What follows belongs to an exercise in optimizing a design on an open flow for small area; a production flow would make more cautious choices.
Function was checked by simulation only, so behaviour that the tests miss may differ from the original.
Power is estimated from default activity; no workload was simulated.

**flow/run.sh**
```bash
#!/bin/bash
# synth_recipe.tcl (not shown) runs the flow's synth.tcl, then flattens the netlist and writes it again
# the make line also repeats each setting of config.mk as NAME=value (left out here)
make -C /OpenROAD-flow-scripts/flow DESIGN_CONFIG=/design/flow/config.mk WORK_HOME=/design/flow/orfs CLKGATE_MAP_FILE= SYNTH_SCRIPT=/design/flow/synth_recipe.tcl finish
```
**flow/config.mk**
```make
export PLATFORM = sky130hd
export DESIGN_NAME = SonarOnChip
export DESIGN_NICKNAME = SonarOnChip
export VERILOG_FILES = /design/flow/design.v
export SDC_FILE = /design/flow/constraint.sdc
export NUM_CORES = 4
export LEC_CHECK = 0
export CAP_MARGIN = 20
export CORE_MARGIN = 2
export CORE_UTILIZATION = 45
export PLACE_DENSITY = 0.6
export SLEW_MARGIN = 20
```
**flow/constraint.sdc**
```tcl
create_clock -name core_clock -period 15.0 [get_ports {wb_clk_i}]
set_input_delay 3.0000 -clock core_clock [delete_from_list [all_inputs] [get_ports {wb_clk_i}]]
set_output_delay 3.0000 -clock core_clock [all_outputs]
set_load 0.01 [all_outputs]
```
**flow/design.v**
```verilog
module SonarOnChip
   (
    input wire wb_clk_i,
    input wire wb_rst_i,
    input wire wb_valid_i,
    input wire  [3:0] wbs_adr_i,
    input wire  [16-1:0] wbs_dat_i,
    input  wire  wbs_strb_i,
    output                    wbs_ack_o,
    output   [16-1:0] wbs_dat_o,
    input wire  ce_pdm,
    input wire  ce_pcm,
    input wire  pdm_data_i,
    input wire  mclear,
    output wire  cmp
	);
  localparam  CONTROL_ADDR 		=  'd0;
  localparam  A0_ADDR 			=  'd1;
  localparam  A1_ADDR 			=  'd2; 
  localparam  A2_ADDR 			=  'd3; 
  localparam  B1_ADDR 			=  'd4; 
  localparam  B2_ADDR 			=  'd5; 
  localparam  AMP_ADDR 			=  'd6; 
  localparam  THRESHOLD_ADDR 	=  'd7;
  localparam  TIMER_ADDR 	    =  'd8;
  localparam  PCM_ADDR 	        =  'd9;
  localparam  PCM_LOAD_ADDR     =  'd10;
  localparam  FB0_ADDR 	 	    =  'd11;
  localparam  FB1_ADDR	    	=  'd12;
  wire clk;
  wire rst;
  wire we_pcm;  
  wire [16-1:0] maf_o;
  wire compare_out;
  wire [16-1:0] pcm_reg_i;
  wire [16-1:0] pcm_abs;
  wire [16-1:0] mul_o;
  reg wbs_done;
  wire wb_valid;
  wire [3:0] wstrb;
  reg [7:0] control;
  reg [7:0] amp;
  reg signed [16-1:0] pcm;
  reg signed [16-1:0] pcm_load;
  reg [16-1:0] timer;
  reg signed [16-1:0] a0;
  reg signed [16-1:0] a1;
  reg signed [16-1:0] a2;
  reg signed [16-1:0] b1;
  reg signed [16-1:0] b2;
  reg signed [16-1:0] fb0;
  reg signed [16-1:0] fb1;
  reg [16-1:0] threshold;
  wire timer_we;
  wire srlatchQ;
  wire srlatchQbar;
  reg [16-1:0] rdata;
  wire [11:0] cic_out;
  wire [16-1:0] fir_out;
  wire [16-1:0] fir_in;
  wire  [16-1:0] mul_i;
  wire  [16-1:0] iir_data;
  assign wbs_ack_o = wbs_done;
  assign wbs_dat_o =  rdata;
  assign clk = wb_clk_i;
  assign rst = wb_rst_i;
	always@(posedge clk) begin
		if(rst) begin
        wbs_done <= 0;
		a0 <= 16'h0000;
		a1 <= 16'h0000;
		a2 <= 16'h0000;
		b1 <= 16'h0000;
		b2 <= 16'h0000;
        fb0 <= 0;
        fb1 <= 0;
		fb0 <= 16'h0FFF;
		fb1 <= 16'h7FFF; 
        amp <= 8'h00;
        threshold <= 0;
        control   <= 0; 
        threshold <= 16'h0400;
        control   <= 16'h04; 
		pcm_load <= 16'h0000;
        rdata <= 16'h0000;
		end
		else begin
            wbs_done <= 0;
			if (wb_valid_i) begin     
				case(wbs_adr_i)   
					CONTROL_ADDR: 
 						begin
                  rdata <= control;
                   		if(wbs_strb_i)
       						      control <= wbs_dat_i;
                      end
					A0_ADDR:
 						begin
                  rdata <= a0;
                   	if(wbs_strb_i)
       						    a0 <= wbs_dat_i;
            end
					A1_ADDR:
 						begin
                  rdata <= a1;
                   	if(wbs_strb_i)
       						    a1 <= wbs_dat_i;
            end
					A2_ADDR:
 						begin
                  rdata <= a2;
                   		if(wbs_strb_i)
       						a2 <= wbs_dat_i;
                        end
					B1_ADDR:
 						begin
                  rdata <= b1;
                   	if(wbs_strb_i)
       						    b1 <= wbs_dat_i;
            end
					B2_ADDR:
 						begin
                  rdata <= b2;
                   		if(wbs_strb_i)
       						      b2 <= wbs_dat_i;
            end
					FB0_ADDR:
 						begin
                   	         rdata <= fb0;
                   		if(wbs_strb_i)
       						fb0 <= wbs_dat_i;
                        end
					FB1_ADDR:
 						begin
                   	         rdata <= fb1;
                   		if(wbs_strb_i)
       						fb1 <= wbs_dat_i;
                        end
					PCM_ADDR:
 						begin
                   	         rdata <= pcm;
                        end
					TIMER_ADDR:
 						begin
                   	         rdata <= timer;
                        end
					PCM_LOAD_ADDR:
 						begin
                   	         rdata <= pcm_load;
                   		if(wbs_strb_i)
       						 pcm_load <= wbs_dat_i;
                        end
					AMP_ADDR:
 						begin
                   	         rdata <= amp;
                   		if(wbs_strb_i)
       						amp <= wbs_dat_i;
                        end
					THRESHOLD_ADDR:
 						begin
                   	         rdata <= threshold;
                   		if(wbs_strb_i)
       						threshold <= wbs_dat_i;
                        end
                    default:   rdata <= 0; 
				endcase
                wbs_done  <= 1;
			end
		end
   end 
  always @(posedge clk)
    begin
      if (rst)
            timer <= 0;
        else if (mclear)
            timer <= 0;
        else if (timer_we)
            timer <= timer + 1'b1;
    end
   assign  timer_we = we_pcm & (srlatchQbar); 
  assign we_pcm = ce_pcm; 
  cic  cicmodule(clk, rst, ce_pdm, pdm_data_i, cic_out);
  assign fir_in = {{4{cic_out[11]}}, cic_out };
  assign pcm_reg_i = control[3] ? pcm_load :fir_out;
  always@(posedge clk) begin
  	if(rst) 
		pcm <= 0;
    else if (we_pcm)
        pcm <= pcm_reg_i;
  end
  assign mul_i = control[2] ? pcm : iir_data; 
  multiplier mul(mul_i, amp, mul_o);
  Abs  abs(mul_o, pcm_abs);
  comparator comp(maf_o, threshold, compare_out);
  SR_latch sr(clk, rst, mclear, compare_out, srlatchQ, srlatchQbar);
  assign cmp = srlatchQ;
 Filters  filt( .clk(clk),
                .rst(rst),
                .en(we_pcm),
                .X_fir(fir_in),
                .b0_fir(fb0),
                .b1_fir(fb1),
                .Y_fir(fir_out),  
                .X_iir(pcm), 
                .a0_iir(a0),
                .a1_iir(a1), 
                .a2_iir(a2), 
                .b1_iir(b1), 
                .b2_iir(b2), 
                .Y_iir(iir_data),
                .X_maf(pcm_abs),
                .Y_maf(maf_o)
);
endmodule
module cic #(parameter N =- 2)(
  input clk, rst, we,
  input                       data_in,
  output wire signed [11:0] data_out2
);
  integer i;
  wire signed [6:0] sum1; 
  wire signed [1:0] data_1_in;
  reg         [1:0] ff1[0:32-1];
  wire        [1:0] ff1_last;
  reg         [6:0] ff1out;
  wire        [6:0] dinext1;
  wire        [6:0] ffext1;
  wire signed [11:0] sum2;   
  reg         [6:0] ff2[0:32-1];
  wire        [6:0] ff2_last;
  reg         [11:0] ff2out;
  wire        [11:0] dinext2;
  wire        [11:0] ffext2;
   assign data_1_in = (data_in == 1'b0) ? 2'b11 : 2'b01;
   assign dinext1 =  {{6{data_1_in[1]}},data_1_in};
   assign ff1_last = ff1[32-1];
   assign ffext1 =  {{5{ff1_last[1]}}, ff1_last };
   assign sum1 = dinext1-ffext1;
   assign dinext2 =  {{5{ff1out[6]}},ff1out};
   assign ff2_last =ff2[32-1];
   assign ffext2 =  {{5{ff2_last[6]}}, ff2_last };
   assign sum2 = dinext2 - ffext2;
   assign data_out2 = ff2out;
   always @(posedge clk) begin
      if (rst) begin
         ff1out <=0;
         ff2out <=0;
		 for(i = 0; i<32; i=i+1 ) begin
		     ff1[i] <= 0;
		     ff2[i] <= 0;
		 end
      end  
      else if (we) begin
    	ff1[0] <= data_1_in;   
		ff2[0] <= ff1out; 	
		for(i = 1; i<32; i=i+1 ) begin
			ff1[i] <= ff1[i-1];       
            ff2[i] <= ff2[i-1];    
        end
        ff1out <= ff1out + sum1;
        ff2out <= ff2out + sum2;   
      end
   end
endmodule
module Filters  #(parameter N  = 16)
  ( 
    input         clk,
    input         rst,
    input          en,
    input signed [N-1:0] X_fir,
    input signed [N-1:0] b0_fir,
    input signed [N-1:0] b1_fir,
    output signed [N-1:0]   Y_fir,
    input signed [N-1:0] X_iir,
    input signed [N-1:0] a0_iir,
    input signed [N-1:0] a1_iir,
    input signed [N-1:0] a2_iir,
    input signed [N-1:0] b1_iir,
    input signed [N-1:0] b2_iir,
    output signed  [N-1:0] Y_iir,
    input [N-1:0] X_maf,
    output [N-1:0] Y_maf 
    );
reg signed [N-1:0] mux_coeff;
reg signed [N-1:0] mux_xy;
wire signed [2*N-1:0] product;
wire [N-1:0] aritmetic_shift;
reg signed [N-1:0] add1;
reg signed [N-1:0] result;
reg signed [N-1:0] X1_fir, X2_fir, X3_fir, Yt_fir;
reg signed [N-1:0] X1_iir, X2_iir;
reg signed [N-1:0] Yt_iir, Y1_iir, Y2_iir;
reg  [N-1:0] X1_maf, X2_maf, X3_maf, Yt_maf;
assign Y_fir = Yt_fir;
assign Y_iir = Yt_iir;
assign Y_maf = (Yt_maf >> 2);
always@(posedge clk) begin
    if(rst) begin
        Yt_fir <= 0;
        Yt_iir <= 0;
        Yt_maf <= 0;
        X1_fir <= 0;
        X2_fir <= 0;
        X3_fir <= 0;
        Y1_iir <= 0;
        Y2_iir <= 0;
        X1_iir <= 0;
        X2_iir <= 0;
        X1_maf <= 0;
        X2_maf <= 0;
        X3_maf <= 0;
    end
    else if(en == 1) begin
        X1_fir <= X_fir;
        X2_fir <= X1_fir;
        X3_fir <= X2_fir;
        Y1_iir <= Yt_iir; 
        Y2_iir <= Y1_iir;
        X1_iir <= X_iir;
        X2_iir <= X1_iir;
        X1_maf <= X_maf;
        X2_maf <= X1_maf;
        X3_maf <= X2_maf;
    end
   else if(phase == phase4)
        Yt_fir <= result;
   else if(phase == phase10)
        Yt_iir <= result;
   else if(phase == phase15)
        Yt_maf <= result; 
end
reg [4:0] phase;  
reg [4:0] next_phase;  
parameter phase0 = 0; parameter phase1 = 1;
parameter phase2 = 2; parameter phase3 = 3;
parameter phase4 = 4; parameter phase5 = 5;
parameter phase6 = 6; parameter phase7 = 7;
parameter phase8 = 8; parameter phase9 = 9;
parameter phase10 = 10; parameter phase11 = 11;
parameter phase12 = 12; parameter phase13 = 13;
parameter phase14 = 14;
parameter phase15 = 15;
parameter phase16 = 16;
always @(posedge clk) begin 
        if (rst) 
         phase <= phase0;
        else if(en == 1 )
           phase <= phase0;
        else 
           phase <= next_phase;
end
always @(*) begin
        mux_coeff = 0;
        mux_xy = 0;
        add1 = 0;
        next_phase = phase16;
        case(phase)
            phase0    : begin
                mux_coeff = b0_fir;
                mux_xy = X_fir;
                add1 = aritmetic_shift;
                next_phase = phase1;
            end
            phase1    : begin
                mux_coeff = b1_fir;
                mux_xy = X1_fir;
                add1 = aritmetic_shift; 
                next_phase = phase2;
            end
            phase2    : begin
                mux_coeff = b1_fir;
                mux_xy = X2_fir;
                add1 = aritmetic_shift;
                next_phase = phase3;   
            end
            phase3    : begin
                mux_coeff = b0_fir;
                mux_xy = X3_fir;
                add1 = aritmetic_shift;
                next_phase = phase4;
            end
            phase4    : begin 
                next_phase = phase5;
            end
            phase5    : begin
                mux_coeff = a0_iir;
                mux_xy = X_iir;
                add1 = aritmetic_shift; 
                next_phase = phase6;
            end
            phase6    : begin
                mux_coeff = a1_iir;
                mux_xy = X1_iir;
                add1 = aritmetic_shift;
                next_phase = phase7;
            end  	
            phase7     : begin
                mux_coeff = a2_iir;
                mux_xy = X2_iir;
                add1 = aritmetic_shift;
                next_phase = phase8;
            end
            phase8    : begin
                mux_coeff = b1_iir;
                mux_xy = -Y1_iir;
                add1 = aritmetic_shift;
                next_phase = phase9;
            end
            phase9    : begin
                mux_coeff = b2_iir;
                mux_xy = -Y2_iir;
                add1 = aritmetic_shift;
                next_phase = phase10; 
            end
            phase10    : begin
                next_phase = phase11; 
            end
            phase11    : begin
                add1 = X_maf;
                next_phase = phase12;
            end
            phase12    : begin
                add1 = X1_maf;
                next_phase = phase13;
            end
            phase13    : begin
                add1 = X2_maf;
                next_phase = phase14;
            end
            phase14    : begin
                add1 = X3_maf;
                next_phase = phase15;
            end
            phase15    : begin
                next_phase = phase16;
            end
             default : begin
                add1 = aritmetic_shift;                
             end  
        endcase
end
assign product = mux_coeff * mux_xy;
assign aritmetic_shift = product >>> 15;
always @(posedge clk) begin
    if(rst ==1'b1) 
        begin
            result <= 0;
        end
    else  if (en == 1)
            result <= 0;
    else  if (phase == phase4) 
            result <= 0;
    else  if (phase == phase10) 
            result <= 0;
    else
    	result <= result + add1;   
end
endmodule
module multiplier   #(parameter n =16)  (data_i, amplify, multiplier_o);
  input   wire [n-1:0]   data_i;
  input   wire [7:0]     amplify; 
  output  wire [n-1:0]   multiplier_o;
  assign multiplier_o = data_i <<< amplify; 
endmodule
module Abs
  #(  parameter n=16)( 
  input signed  [n-1:0] data_in,
  output        [n-1:0] data_out);
  assign data_out = ~data_in[n-1] ? data_in : ~data_in; 
endmodule
module comparator #(parameter n=16) (data_i,threshold,compare_o);
  input wire    [n-1:0] data_i, threshold;  
  output wire           compare_o;  
  assign compare_o = (data_i > threshold) ? 1'b1:1'b0;
endmodule
module SR_latch(
	input clk, 
	input rst, 
	input r, 
	input s, 
	output reg q, 
	output reg qbar); 
always@(posedge clk) begin
    if(rst)	begin
		q <= 0;
		qbar <= 1;
	end
	else if(s)	begin
		q <= 1;
		qbar <= 0;
	end
	else if(r) begin
		q <= 0;
		qbar <= 1;
	end
	else if(s == 0 & r == 0) begin
			q <= q;
			qbar <= qbar;
	end
	end
endmodule 
```
==> metrics.cfg <==
[status]
status=timing/DRC/antenna clean

[critical_path]
cpLargestDelayFamily=compound AO/OA/AOI/OAI gates
r2r_setup_slack_ns=3.55
worstSetupStartpointType=flop
crit_required_ns=15.55
startpoint=filt.phase[2]
cp.arrival_ns=11.99
slowest_delay_ns=0.70
critPathBufInv=5
cp_slowest_cell=dfxtp_1
crit_path_end_kind=flop
cp_max_fo=20
crit_type=reg2reg
reg2reg_from=filt.phase[2]
crit_top_cell=fa_1

[yosys]
ys_seq_elements=730
yosysWarnings=6
synth_area_leaders=dfxtp_1, fa_1, mux2i_1
yosysSeqAreaShare=0.3553
ys.flop_type=dfxtp_1
synth_fp_nets=5036
async_reset_ff_frac=0
avgSynthCellArea_um2=8.917
synthCells=4613
synth_top_area_share=0.3553
yosys.cell_types.count=79
synth_edf_count=0
synth.largest_area_cell=dfxtp_1
syn-cell-area_um2=41130

[floorplan]
die_width_um=306.3
start_util=0.4556
rows=110
core_region_area_um2=90290
die_h_um=306.3
io_pins=46
die_area_um2=93840

[power_and_ir_drop]
comb_power_share=0.515
p_int_mw=4.858
pwr_density_cell_nw_per_um2=184.5
p_leak_nw=19.45
clock_power_share=0.239
p_seq_frac=0.246
switchingPower_mw=3.489
peakVddDrop_mv=0.2761
swShare=0.4180

[clock_tree]
clock-sinks=730
cts_tree=yes
clock_latency_ns=0.66
cts_setup_buffers=0
ctsHtreeMaxLevel=3
path_clk_slew_ns=0.06
cts_buffers=79
cts-root-buf=clkbuf_16
hold_buffers=0
clockBufferDepth=3
ctsResizeCount=0

[run]
cap_violations=0

[global_routing]
grt_pass1_vias=30940
antenna_found_initial=1
grt-ovfl-total=0
grt_max_degree=197
grt_usage=0.2465
grt_pass1_wl_mm=181.6

[layout]
antennaDiodeCount=0
multi_input_area_um2=24200
final_common_cell=nor2_1
fillCellCount=8524
syn_to_final_growth_pct=10.01
drive_gt1_frac=0.05734
finalInstanceArea_um2=45250
nets=4930
seqCellArea_um2=14620
mostFrequentLayoutCells=nor2_1, dfxtp_1, nand2_1, mux2i_1, inv_1

[sta]
fin_crit_sh=0.7631
worst_slew_margin_rel=0.2448
slew_violations=0
finalSetupTns_ns=0
tightest_slew_ns=1.132
max_freq_mhz=87.36
setup_viol_count_final=0
min_period_ns=11.45
finClkSkew_ns=0.03566
finalHoldViolCount=0
grt_setup_unrepaired=no

[placed_design]
dp_hpwl_mm=82.28
io_buffers=45
gp_congestion=0.9728
dpl-instance-area_um2=42540

[drt]
via_per_inst=5.556
totalWireLength_mm=116.1
drtPass1Iterations=14
ant_nets=0
drtIter0Drc=2895
drc=0
routedWlPerCell_um=20.21
route.vias.total=31920

[hold_path]
hp-start=filt.Yt_fir[12]
holdCritPathClass=reg2reg

metrics by stage:
| step | util | cells | hold WS (ns) | total power, mW | setup slack (ns) |
|---|---|---|---|---|---|
| floorplan | - | 4613 | 0.4331 | 5.047 | 5.095 |
| global placement | 0.4711 | 5602 | 0.4399 | 6.310 | 3.492 |
| detailed placement | 0.4712 | 5602 | 0.4472 | 6.339 | 3.397 |
| CTS | 0.5010 | 5745 | 0.4555 | 8.384 | 3.360 |
| global route | 0.5012 | 5745 | 0.4748 | 8.991 | 3.033 |
| finish | 0.5012 | 5745 | 0.4565 | 8.346 | 3.553 |
cell families after synthesis:
group           synth area share
compound gates            0.1054
xor+xnor                 0.02427
fa+ha+maj                 0.1674
buf+inv                  0.05925
flops                     0.3553
mux                       0.1282
simple gates              0.1602
per-layer routing:
metal	global-route usage	wire length [um]	vias to the layer above
met3	0.03822	7947	289
li1	-	-	15100
met2	0.3857	51770	1103
met5	0	0	-
met4	0.1232	6234	0
met1	0.3316	50150	15430
power groups by stage:
stage | Combinational [mW] | Sequential, mW | Clock [mW]
after floorplan | 2.98 | 2.06 | 0
after global placement | 4.21 | 2.10 | 0
after detailed placement | 4.24 | 2.10 | 0
after CTS | 4.29 | 2.05 | 2.03
after global routing | 4.82 | 2.06 | 2.11
final | 4.30 | 2.06 | 1.99
worst reg2reg max path: cells and delay by family, from the launching register on:
family	cells	cell delay, ns
compound gates	18	4.59
xor+xnor	2	0.47
fa+ha+maj	8	3.71
buf+inv	5	0.41
flops	1	0.70
simple gates	8	1.46
final timing paths:
kind              cells after the start         endpoint
hold reg to reg                       2  filt.Yt_fir[12]
hold / removal                        2  filt.Yt_fir[12]
setup reg to reg                     41  filt.result[14]
setup / recovery                     41  filt.result[14]
flip-flops by register name (all words and copies together) (netlist names), 16 cells and up:
signal and flops:
cicmodule.ff2 224, cicmodule.ff1 64, a0 16, a1 16, a2 16, b1 16
b2 16, fb0 16, fb1 16, filt.X1_iir 16, filt.X2_iir 16, filt.Y1_iir 16
filt.Y2_iir 16, filt.Yt_fir 16, filt.Yt_iir 16, filt.result 16, pcm 16, pcm_load 16
rdata 16, threshold 16, timer 16
Yosys cell counts, types with 6 or more instances:
cell type  instances
a21oi_1          256
clkbuf_1         232
a22oi_1           64
fa_1             259
or2_2             14
mux2i_1          500
nand3b_1          20
a211o_1           27
nand4_1           12
ha_1             136
inv_1            347
o21bai_1          10
a221oi_1          47
o21ai_0           39
buf_1             51
xnor2_1           72
a222oi_1          30
mux4_2             6
o21a_1            12
nand2b_1          35
or3_1              7
xor2_1            42
a22o_1            29
mux2_2            12
and4_1             8
and3_1            16
nor2b_1           31
buf_2             10
dfxtp_1          730
nand2_1          574
nand3_1           26
a21o_1            21
nor4_1            10
a221o_1            9
nor2_1           745
nor3_1            36
a31oi_1           19
a211oi_1          36
and2_1            19
cell type report:
cell class	instances	share of cell area
clock inverters	25	0.007245
clock buffers	118	0.05223
inverters	349	0.02895
well taps	1176	0.03252
repair buffers	108	0.02129
flip-flops and latches	730	0.3230
multi-input cells	3239	0.5348

==> static timing again, ports no longer ideal <==
The results above use ideal ports. As a check the final layout listed here was re-extracted and re-timed, cells and wires unchanged. Step 1, drivers: a clkbuf_16 drives wb_clk_i and a buf_2 each remaining input, both assumed. Step 2 also shifts input and output timing later by t, the mid clock arrival at the registers, as if the neighbouring blocks saw the same clock. Slacks: no drivers / after step 1 / after step 2; pairs: no drivers / after step 1.
t, ns: 0.712
slack for setup (ns): 3.553 / 3.553 / 3.553
hold slack, ns: 0.456 / 0.456 / 0.456
After both steps setup and hold are still met in this run. The setup slack of this run moves by 0.000 ns with the drivers and by 0.000 ns with both steps.
